From an optimization exercise on the open Yosys and OpenROAD flow, aimed at small area and a short achievable clock period; shortcuts taken in it are not production practice. RTL that was checked went through simulation tests only; none was proved equivalent to the original.

==> inputs of 12-19 <==
## cpu
module cpu (
    input  wire        clk,
    input  wire        reset,
    output wire [7:0]  mem_addr,
    output wire [31:0] mem_wdata,
    output wire        mem_we,
    input  wire [31:0] mem_rdata
);
    localparam [5:0] S_RESET = 6'd0,  S_FETCH = 6'd1,  S_DECODE = 6'd2,
                     S_OVF   = 6'd3,  S_404   = 6'd4,  S_DIV0   = 6'd5,
                     S_ADD   = 6'd6,  S_AND   = 6'd7,  S_DIV    = 6'd8,
                     S_MULT  = 6'd9,  S_JR    = 6'd10, S_MFHI   = 6'd11,
                     S_MFLO  = 6'd12, S_SLL   = 6'd13, S_SLLV   = 6'd14,
                     S_SLT   = 6'd15, S_SRA   = 6'd16, S_SRAV   = 6'd17,
                     S_SRL   = 6'd18, S_SUB   = 6'd19, S_BREAK  = 6'd20,
                     S_RTE   = 6'd21, S_ADDM  = 6'd22, S_ADDI   = 6'd23,
                     S_ADDIU = 6'd24, S_BEQ   = 6'd25, S_BNE    = 6'd26,
                     S_BLE   = 6'd27, S_BGT   = 6'd28, S_SLLM   = 6'd29,
  ...
Settings: LEC_CHECK=0, CAP_MARGIN=20, CORE_MARGIN=2, CORE_UTILIZATION=50, CTS_BUF_LIST=sky130_fd_sc_hd__clkbuf_8, CTS_CLUSTER_SIZE=30, SETUP_SLACK_MARGIN=3.6, SLEW_MARGIN=20; clock period 8.0 ns.
run.sh (not shown) runs the stock make flow with config.mk's settings and CLKGATE_MAP_FILE= SYNTH_SCRIPT=/design/flow/synth_recipe.tcl, a recipe that flattens the netlist after the stock synthesis.
==> 11-21: changes against 12-19 <==
--- a/flow/design.v
+++ b/flow/design.v
@@ -155,58 +155,80 @@
             if (st != S_FETCH && st != S_DECODE)
                 last <= st;
         end
     end
     reg  [32:0] ring [0:31];
     reg  [4:0]  phase;
-    reg  [4:0]  rpos;     
+    reg  [31:0] rsel;     
     reg         wpend;
     wire [4:0]  rp_field = d0 ? mem_rdata[20:16] : ((st == S_SLLM && cnt == 4'd4) ? RT : RS);
-    reg  [31:0] rsel;
+    wire [4:0]  rp_next  = rp_field + phase + 5'd1;
     reg  [32:0] rword;
     integer q;
     always @(*) begin
-        rsel  = 32'd0;
-        rsel[rpos] = 1'b1;
         rword = 33'd0;
         for (q = 0; q < 32; q = q + 1)
             rword = rword | (ring[q] & {33{rsel[q]}});
     end
     wire [31:0] rdata = rword[32] ? rword[31:0] : 32'd0;
-    wire [4:0]  waddr = l_rd ? RD : l_rt ? RT : (last == S_JAL) ? 5'd31 : 5'd29;
-    wire [4:0]  wpos  = waddr + phase + 5'd1;
-    wire        wreq  = (f0 && l_write) || wpend;
-    wire        wcommit = wreq && (wpos[1:0] == 2'b00);
+    wire [5:0]  ci    = (st >= S_ADD) ? st : last;
+    wire ci_rd   = (ci == S_ADD) || (ci == S_AND) || (ci == S_SUB) || (ci == S_ADDM) ||
+                   (ci == S_SLT) || (ci == S_MFHI) || (ci == S_MFLO) || (ci == S_SLL) ||
+                   (ci == S_SLLV) || (ci == S_SRA) || (ci == S_SRAV) || (ci == S_SRL);
+    wire ci_rt   = (ci == S_ADDI) || (ci == S_ADDIU) || (ci == S_SLTI) || (ci == S_SLLM) ||
+                   (ci == S_LB) || (ci == S_LH) || (ci == S_LW) || (ci == S_LUI);
+    wire ci_aluo = (ci == S_ADD) || (ci == S_AND) || (ci == S_SUB) || (ci == S_ADDM) ||
+                   (ci == S_ADDI) || (ci == S_ADDIU) || (ci == S_SLT) || (ci == S_SLTI) ||
+                   (ci == S_JAL);
+    wire ci_b    = (ci == S_SLL) || (ci == S_SLLV) || (ci == S_SRA) || (ci == S_SRAV) ||
+                   (ci == S_SRL) || (ci == S_SLLM) || (ci == S_LW);
+    wire [4:0]  waddr_c = reset ? 5'd29 : ci_rd ? RD : ci_rt ? RT : (ci == S_JAL) ? 5'd31 : 5'd29;
+    wire [4:0]  wtap_c  = waddr_c + phase + 5'd2;    
+    reg  [7:0]  tsel;     
+    reg         ws_aluo, ws_b, ws_lb, ws_lh, ws_hi, ws_lo, ws_lui, ws_227;
+    integer k;
+    always @(posedge clk) begin
+        for (k = 0; k < 8; k = k + 1)
+            tsel[k] <= (wtap_c == 4 * k);
+        ws_aluo <= !reset && ci_aluo;
+        ws_b    <= !reset && ci_b;
+        ws_lb   <= !reset && (ci == S_LB);
+        ws_lh   <= !reset && (ci == S_LH);
+        ws_hi   <= !reset && (ci == S_MFHI);
+        ws_lo   <= !reset && (ci == S_MFLO);
+        ws_lui  <= !reset && (ci == S_LUI);
+        ws_227  <= reset || (ci == S_RESET);
+    end
+    wire        wreq = (f0 && l_write) || wpend;
+    wire [7:0]  wcommit = {8{wreq}} & tsel;
     reg  [1:0]  hl_src;
     reg  [31:0] m_acc, m_q;
     reg  [31:0] d_rem, d_dq;
     wire [31:0] HI = hl_src[0] ? m_acc : (hl_src[1] ? d_rem : 32'd0);
     wire [31:0] LO = hl_src[0] ? m_q   : (hl_src[1] ? d_dq  : 32'd0);
-    wire [31:0] wd = l_aluo            ? ALUOut :
-                     l_b               ? B :
-                     (last == S_LB)    ? {24'd0, B[7:0]} :
-                     (last == S_LH)    ? {16'd0, B[15:0]} :
-                     (last == S_MFHI)  ? HI :
-                     (last == S_MFLO)  ? LO :
-                     (last == S_LUI)   ? {IMM, 16'd0} : 32'd227;
+    wire [31:0] wd = ({32{ws_aluo}} & ALUOut) | ({32{ws_b}} & B) |
+                     ({32{ws_lb}} & {24'd0, B[7:0]}) | ({32{ws_lh}} & {16'd0, B[15:0]}) |
+                     ({32{ws_hi}} & HI) | ({32{ws_lo}} & LO) |
+                     ({32{ws_lui}} & {IMM, 16'd0}) | ({32{ws_227}} & 32'd227);
     integer p;
     always @(posedge clk) begin
         phase <= phase + 5'd1;
-        rpos  <= rp_field + phase + 5'd1;
+        for (q = 0; q < 32; q = q + 1)
+            rsel[q] <= (rp_next == q);
         for (p = 0; p < 32; p = p + 1) begin
-            if (p % 4 == 0 && wcommit && wpos[4:2] == p / 4)
+            if (p % 4 == 0 && wcommit[p / 4])
                 ring[p] <= {!reset, wd};
             else
                 ring[p] <= {ring[(p + 31) % 32][32] && !reset, ring[(p + 31) % 32][31:0]};
         end
     end
     always @(posedge clk) begin
         if (reset)
             wpend <= 1'b0;
         else
-            wpend <= wreq && !wcommit;
+            wpend <= wreq && !(|tsel);
     end
     wire [31:0] sext = {{16{IMM[15]}}, IMM};
     wire l_break = (last == S_BREAK);
     wire n_d0    = (st == S_FETCH) && (cnt == 4'd3);
     wire n_pcm4  = (exc && (cnt == 4'd3)) || ((st == S_BREAK) && c0);
     wire n_x1    = c0 && (st >= S_ADD);
==> flow/config.mk (replaced) <==
export PLATFORM = sky130hd
export DESIGN_NAME = cpu
export DESIGN_NICKNAME = cpu
export VERILOG_FILES = /design/flow/design.v
export SDC_FILE = /design/flow/constraint.sdc
export NUM_CORES = 4
export LEC_CHECK = 0
export CAP_MARGIN = 20
export CORE_MARGIN = 2
export CORE_UTILIZATION = 55
export CTS_BUF_LIST = sky130_fd_sc_hd__clkbuf_8
export CTS_CLUSTER_SIZE = 30
export SETUP_SLACK_MARGIN = 4.2
export SLEW_MARGIN = 20
==> 09-04: changes against 12-19 <==
--- a/flow/design.v
+++ b/flow/design.v
@@ -155,73 +155,110 @@
             if (st != S_FETCH && st != S_DECODE)
                 last <= st;
         end
     end
     reg  [32:0] ring [0:31];
     reg  [4:0]  phase;
-    reg  [4:0]  rpos;     
+    reg  [31:0] rsel;     
     reg         wpend;
     wire [4:0]  rp_field = d0 ? mem_rdata[20:16] : ((st == S_SLLM && cnt == 4'd4) ? RT : RS);
-    reg  [31:0] rsel;
+    wire [4:0]  rp_next  = rp_field + phase + 5'd1;
     reg  [32:0] rword;
     integer q;
     always @(*) begin
-        rsel  = 32'd0;
-        rsel[rpos] = 1'b1;
         rword = 33'd0;
         for (q = 0; q < 32; q = q + 1)
             rword = rword | (ring[q] & {33{rsel[q]}});
     end
     wire [31:0] rdata = rword[32] ? rword[31:0] : 32'd0;
-    wire [4:0]  waddr = l_rd ? RD : l_rt ? RT : (last == S_JAL) ? 5'd31 : 5'd29;
-    wire [4:0]  wpos  = waddr + phase + 5'd1;
-    wire        wreq  = (f0 && l_write) || wpend;
-    wire        wcommit = wreq && (wpos[1:0] == 2'b00);
+    wire [5:0]  ci    = (st >= S_ADD) ? st : last;
+    wire ci_rd   = (ci == S_ADD) || (ci == S_AND) || (ci == S_SUB) || (ci == S_ADDM) ||
+                   (ci == S_SLT) || (ci == S_MFHI) || (ci == S_MFLO) || (ci == S_SLL) ||
+                   (ci == S_SLLV) || (ci == S_SRA) || (ci == S_SRAV) || (ci == S_SRL);
+    wire ci_rt   = (ci == S_ADDI) || (ci == S_ADDIU) || (ci == S_SLTI) || (ci == S_SLLM) ||
+                   (ci == S_LB) || (ci == S_LH) || (ci == S_LW) || (ci == S_LUI);
+    wire ci_aluo = (ci == S_ADD) || (ci == S_AND) || (ci == S_SUB) || (ci == S_ADDM) ||
+                   (ci == S_ADDI) || (ci == S_ADDIU) || (ci == S_SLT) || (ci == S_SLTI) ||
+                   (ci == S_JAL);
+    wire ci_b    = (ci == S_SLL) || (ci == S_SLLV) || (ci == S_SRA) || (ci == S_SRAV) ||
+                   (ci == S_SRL) || (ci == S_SLLM) || (ci == S_LW);
+    wire [4:0]  waddr_c = reset ? 5'd29 : ci_rd ? RD : ci_rt ? RT : (ci == S_JAL) ? 5'd31 : 5'd29;
+    reg  [4:0]  waddr;    
+    wire [4:0]  wtap = waddr + phase + 5'd1;    
+    wire [7:0]  tsel;     
+    genvar tk;
+    generate
+        for (tk = 0; tk < 8; tk = tk + 1) begin : taps
+            assign tsel[tk] = (wtap == 4 * tk);
+        end
+    endgenerate
+    reg         ws_aluo, ws_b, ws_lb, ws_lh, ws_hi, ws_lo, ws_lui, ws_227;
+    integer k;
+    always @(posedge clk) begin
+        waddr   <= waddr_c;
+        ws_aluo <= !reset && ci_aluo;
+        ws_b    <= !reset && ci_b;
+        ws_lb   <= !reset && (ci == S_LB);
+        ws_lh   <= !reset && (ci == S_LH);
+        ws_hi   <= !reset && (ci == S_MFHI);
+        ws_lo   <= !reset && (ci == S_MFLO);
+        ws_lui  <= !reset && (ci == S_LUI);
+        ws_227  <= reset || (ci == S_RESET);
+    end
+    wire        wreq = (f0 && l_write) || wpend;
+    wire [7:0]  wcommit = {8{wreq}} & tsel;
     reg  [1:0]  hl_src;
     reg  [31:0] m_acc, m_q;
     reg  [31:0] d_rem, d_dq;
     wire [31:0] HI = hl_src[0] ? m_acc : (hl_src[1] ? d_rem : 32'd0);
     wire [31:0] LO = hl_src[0] ? m_q   : (hl_src[1] ? d_dq  : 32'd0);
-    wire [31:0] wd = l_aluo            ? ALUOut :
-                     l_b               ? B :
-                     (last == S_LB)    ? {24'd0, B[7:0]} :
-                     (last == S_LH)    ? {16'd0, B[15:0]} :
-                     (last == S_MFHI)  ? HI :
-                     (last == S_MFLO)  ? LO :
-                     (last == S_LUI)   ? {IMM, 16'd0} : 32'd227;
+    wire [31:0] wd = ({32{ws_aluo}} & ALUOut) | ({32{ws_b}} & B) |
+                     ({32{ws_lb}} & {24'd0, B[7:0]}) | ({32{ws_lh}} & {16'd0, B[15:0]}) |
+                     ({32{ws_hi}} & HI) | ({32{ws_lo}} & LO) |
+                     ({32{ws_lui}} & {IMM, 16'd0}) | ({32{ws_227}} & 32'd227);
     integer p;
     always @(posedge clk) begin
         phase <= phase + 5'd1;
-        rpos  <= rp_field + phase + 5'd1;
+        for (q = 0; q < 32; q = q + 1)
+            rsel[q] <= (rp_next == q);
         for (p = 0; p < 32; p = p + 1) begin
-            if (p % 4 == 0 && wcommit && wpos[4:2] == p / 4)
+            if (p % 4 == 0 && wcommit[p / 4])
                 ring[p] <= {!reset, wd};
             else
                 ring[p] <= {ring[(p + 31) % 32][32] && !reset, ring[(p + 31) % 32][31:0]};
         end
     end
     always @(posedge clk) begin
         if (reset)
             wpend <= 1'b0;
         else
-            wpend <= wreq && !wcommit;
+            wpend <= wreq && !(|tsel);
     end
     wire [31:0] sext = {{16{IMM[15]}}, IMM};
     wire l_break = (last == S_BREAK);
     wire n_d0    = (st == S_FETCH) && (cnt == 4'd3);
     wire n_pcm4  = (exc && (cnt == 4'd3)) || ((st == S_BREAK) && c0);
     wire n_x1    = c0 && (st >= S_ADD);
     reg  a_pc, a_zero, b_4, b_sx2, b_sx, op_sub, op_and, op_a, op_lt, m_step, d_step;
     reg  aluout_ld, ir_ld, epc_ld, a_ld_rf, a_ld_mem, b_ld_rf, b_ld_mem, b_ld_sh, b_mdr;
     reg  mdr_sb, mdr_sh, sh_var, sh_left, sh_arith;
+    reg  a_a, b_b;        
+    wire n_a_pc   = n_d0 || d0 || (n_x1 && st == S_JAL) || n_pcm4;
+    wire n_a_zero = (st == S_ADDM) && c5;
+    wire n_b_4    = n_d0 || n_pcm4;
+    wire n_b_sx   = n_x1 && st_immop;
+    wire n_m_step = !reset && (st == S_MULT) && !MultStop;
+    wire n_d_step = !reset && (st == S_DIV) && !DivZero && !DivStop;
     always @(posedge clk) begin
-        a_pc      <= n_d0 || d0 || (n_x1 && st == S_JAL) || n_pcm4;
-        a_zero    <= (st == S_ADDM) && c5;
-        b_4       <= n_d0 || n_pcm4;
+        a_pc      <= n_a_pc;
+        a_zero    <= n_a_zero;
+        b_4       <= n_b_4;
         b_sx2     <= d0;
-        b_sx      <= n_x1 && st_immop;
+        b_sx      <= n_b_sx;
+        a_a       <= !(n_a_pc || n_a_zero || n_m_step || n_d_step);
+        b_b       <= !(n_b_4 || d0 || n_b_sx || n_m_step);
         op_sub    <= (n_x1 && (st == S_SUB || st == S_SLT || st == S_SLTI ||
                                st == S_BLE || st == S_BGT)) || n_pcm4;
         op_and    <= n_x1 && (st == S_AND);
         op_a      <= n_x1 && (st == S_JAL || st == S_ADDM);
         op_lt     <= n_x1 && (st == S_SLT || st == S_SLTI);
         aluout_ld <= d0 || (n_x1 && (st == S_ADD || st == S_SUB || st == S_AND || st == S_ADDIU ||
@@ -235,30 +272,26 @@
         b_ld_sh   <= (st_shift && c1) || ((st == S_SLLM) && cnt == 4'd6);
         mdr_sb    <= (st == S_SB);
         mdr_sh    <= (st == S_SH);
         sh_var    <= (st == S_SLLV) || (st == S_SRAV) || (st == S_SLLM);
         sh_left   <= (st == S_SLL) || (st == S_SLLV) || (st == S_SLLM);
         sh_arith  <= (st == S_SRA) || (st == S_SRAV);
+        m_step    <= n_m_step;
+        d_step    <= n_d_step;
         if (reset) begin
-            m_step <= 1'b0;
-            d_step <= 1'b0;
             epc_ld <= 1'b0;
             b_mdr  <= 1'b0;
         end else begin
-            m_step <= (st == S_MULT) && !MultStop;
-            d_step <= (st == S_DIV) && !DivZero && !DivStop;
             epc_ld <= exc && (cnt == 4'd3);
             b_mdr  <= (exc && (cnt == 4'd3)) || (st_ldst && c4);
         end
     end
     reg         ms_add, ms_sub;
     wire [31:0] d_sh   = {d_rem[30:0], d_dq[31]};
-    wire        a_a    = !a_pc && !a_zero && !m_step && !d_step;
     wire [31:0] alu_a  = ({32{a_pc}} & PC) | ({32{a_a}} & A) |
                          ({32{m_step}} & m_acc) | ({32{d_step}} & d_sh);
-    wire        b_b    = !b_4 && !b_sx2 && !b_sx && !m_step;
     wire [31:0] alu_b  = ({32{b_4}} & 32'd4) | ({32{b_sx2}} & {sext[29:0], 2'b00}) |
                          ({32{b_sx}} & sext) | ({32{b_b}} & B) | ({32{ms_add}} & A);
     wire        a_sub  = op_sub || ms_sub || d_step;
     wire [31:0] alu_bx  = a_sub ? ~alu_b : alu_b;
     wire [31:0] ag = alu_a & alu_bx;
     wire [31:0] ap = alu_a ^ alu_bx;
@@ -282,14 +315,19 @@
         end
     endgenerate
     wire [32:0] ac = {pg[5], a_sub};
     wire [32:0] alu_sum = {ac[32], ap ^ ac[31:0]};
     assign OVERFLOW = ac[32] ^ ac[31];
     assign LESS     = (alu_sum[31] & ~OVERFLOW) | (OVERFLOW & alu_a[31]);
-    assign ZERO     = (A == B);
-    assign GT       = (A[31] != B[31]) ? B[31] : (A[30:0] > B[30:0]);
+    reg  br_eq, br_gt;
+    always @(posedge clk) begin
+        br_eq <= (rdata == B);
+        br_gt <= (rdata[31] != B[31]) ? B[31] : (rdata[30:0] > B[30:0]);
+    end
+    assign ZERO     = br_eq;
+    assign GT       = br_gt;
     wire        op_sum = !op_a && !op_and && !op_lt;
     wire [31:0] ALU_Result = ({32{op_sum}} & alu_sum[31:0]) | ({32{op_a}} & alu_a) |
                              ({32{op_and}} & alu_a & alu_b) | {31'd0, op_lt & LESS};
     wire [31:0] sh_in  = sh_var ? A : B;
     wire [4:0]  sh_n   = sh_var ? B[4:0] : IMM[10:6];
     wire [31:0] sh_x, sh_res;
@@ -357,13 +395,13 @@
     reg        d_run, d_fim, d_stop, d_zero;
     reg  [5:0] md_cnt;
     assign MultStop = m_stop;
     assign DivStop  = d_stop;
     assign DivZero  = d_zero;
     wire [31:0] m_new = alu_sum[31:0];
-    wire        d_ge  = alu_sum[32];
+    wire        d_ge  = (d_sh >= B);    
     wire m_do_step = MultInit && m_run && !md_cnt[5];
     wire m_do_load = MultInit && !m_run && !m_fim;
     wire m_q0_n    = m_do_step ? m_q[1] : m_do_load ? B[0] : m_q[0];
     wire m_q1_n    = m_do_step ? m_q[0] : m_do_load ? 1'b0 : m_q1;
     always @(posedge clk) begin
         ms_add <= !reset && (st == S_MULT) && !MultStop && (m_q0_n ^ m_q1_n);
==> flow/config.mk (replaced) <==
export PLATFORM = sky130hd
export DESIGN_NAME = cpu
export DESIGN_NICKNAME = cpu
export VERILOG_FILES = /design/flow/design.v
export SDC_FILE = /design/flow/constraint.sdc
export NUM_CORES = 4
export LEC_CHECK = 0
export CAP_MARGIN = 20
export CORE_MARGIN = 2
export CORE_UTILIZATION = 55
export CTS_BUF_LIST = sky130_fd_sc_hd__clkbuf_8
export CTS_CLUSTER_SIZE = 30
export SETUP_SLACK_MARGIN = 3.9
export SLEW_MARGIN = 20
==> 07-16: changes against 12-19 <==
--- a/flow/config.mk
+++ b/flow/config.mk
@@ -7,8 +7,8 @@
 export LEC_CHECK = 0
 export CAP_MARGIN = 20
 export CORE_MARGIN = 2
 export CORE_UTILIZATION = 50
 export CTS_BUF_LIST = sky130_fd_sc_hd__clkbuf_8
 export CTS_CLUSTER_SIZE = 30
-export SETUP_SLACK_MARGIN = 3.6
+export SETUP_SLACK_MARGIN = 3.0
 export SLEW_MARGIN = 20
==> notes <==
The highest non-clock buffer count belongs to 11-21, the lowest to 07-16. In 09-04 the critical path depth is lower than in 11-21, by 7. Core utilization, lowest first: 07-16, 12-19, 09-04, 11-21. Sequential share of layout area: 12-19 < 11-21 < 07-16 < 09-04. Clock skew, lowest first: 11-21, 07-16, 12-19, 09-04. Of 09-04 and 07-16, 09-04 has the higher register-to-register slack (gap 0.88 ns). The lowest count of clock-buffer cells in the layout belongs to 12-19, the highest to 07-16. Via count, lowest first: 09-04, 07-16, 11-21, 12-19.
Function not checked in 12-19, 09-04 and 07-16: the RTL went through the layout flow alone.

[re-timing with driven ports]
The results above use ideal ports. As a check the final layouts listed here were re-extracted and re-timed, cells and wires unchanged. Step 1 (the two cells are an assumption about what drives the block):
set clk [get_ports {clk}]
set_driving_cell -lib_cell sky130_fd_sc_hd__clkbuf_16 $clk
set_driving_cell -lib_cell sky130_fd_sc_hd__buf_2 [delete_from_list [all_inputs] $clk]
Step 2 moves the port delays by t, midway between the first and last clock arrival at a register: inputs arrive t later, outputs are due t later. That takes back most of the time a late clock gives input paths. Slacks: no drivers / after step 1 / after step 2; pairs: no drivers / after step 1.
run | t, ns | slack for setup (ns) | hold slack, ns | worst setup path at the end | worst slew at a driven data input, ns
12-19 | 1.033 | 3.355 / 3.355 / 3.355 | 0.307 / 0.307 / 0.307 | register to register | 0.08
11-21 | 0.988 | 3.890 / 3.826 / 3.249 | 0.316 / 0.316 / 0.316 | input to register | 0.34
09-04 | 0.992 | 3.815 / 3.779 / 3.447 | 0.290 / 0.290 / 0.290 | input to register | 0.21
07-16 | 1.027 | 2.937 / 2.937 / 2.937 | 0.320 / 0.320 / 0.320 | register to register | 0.04
After both steps setup and hold are still met in every run listed. The setup slack of 11-21, which loses most, moves by -0.064 ns with the drivers and by -0.641 ns with both steps.
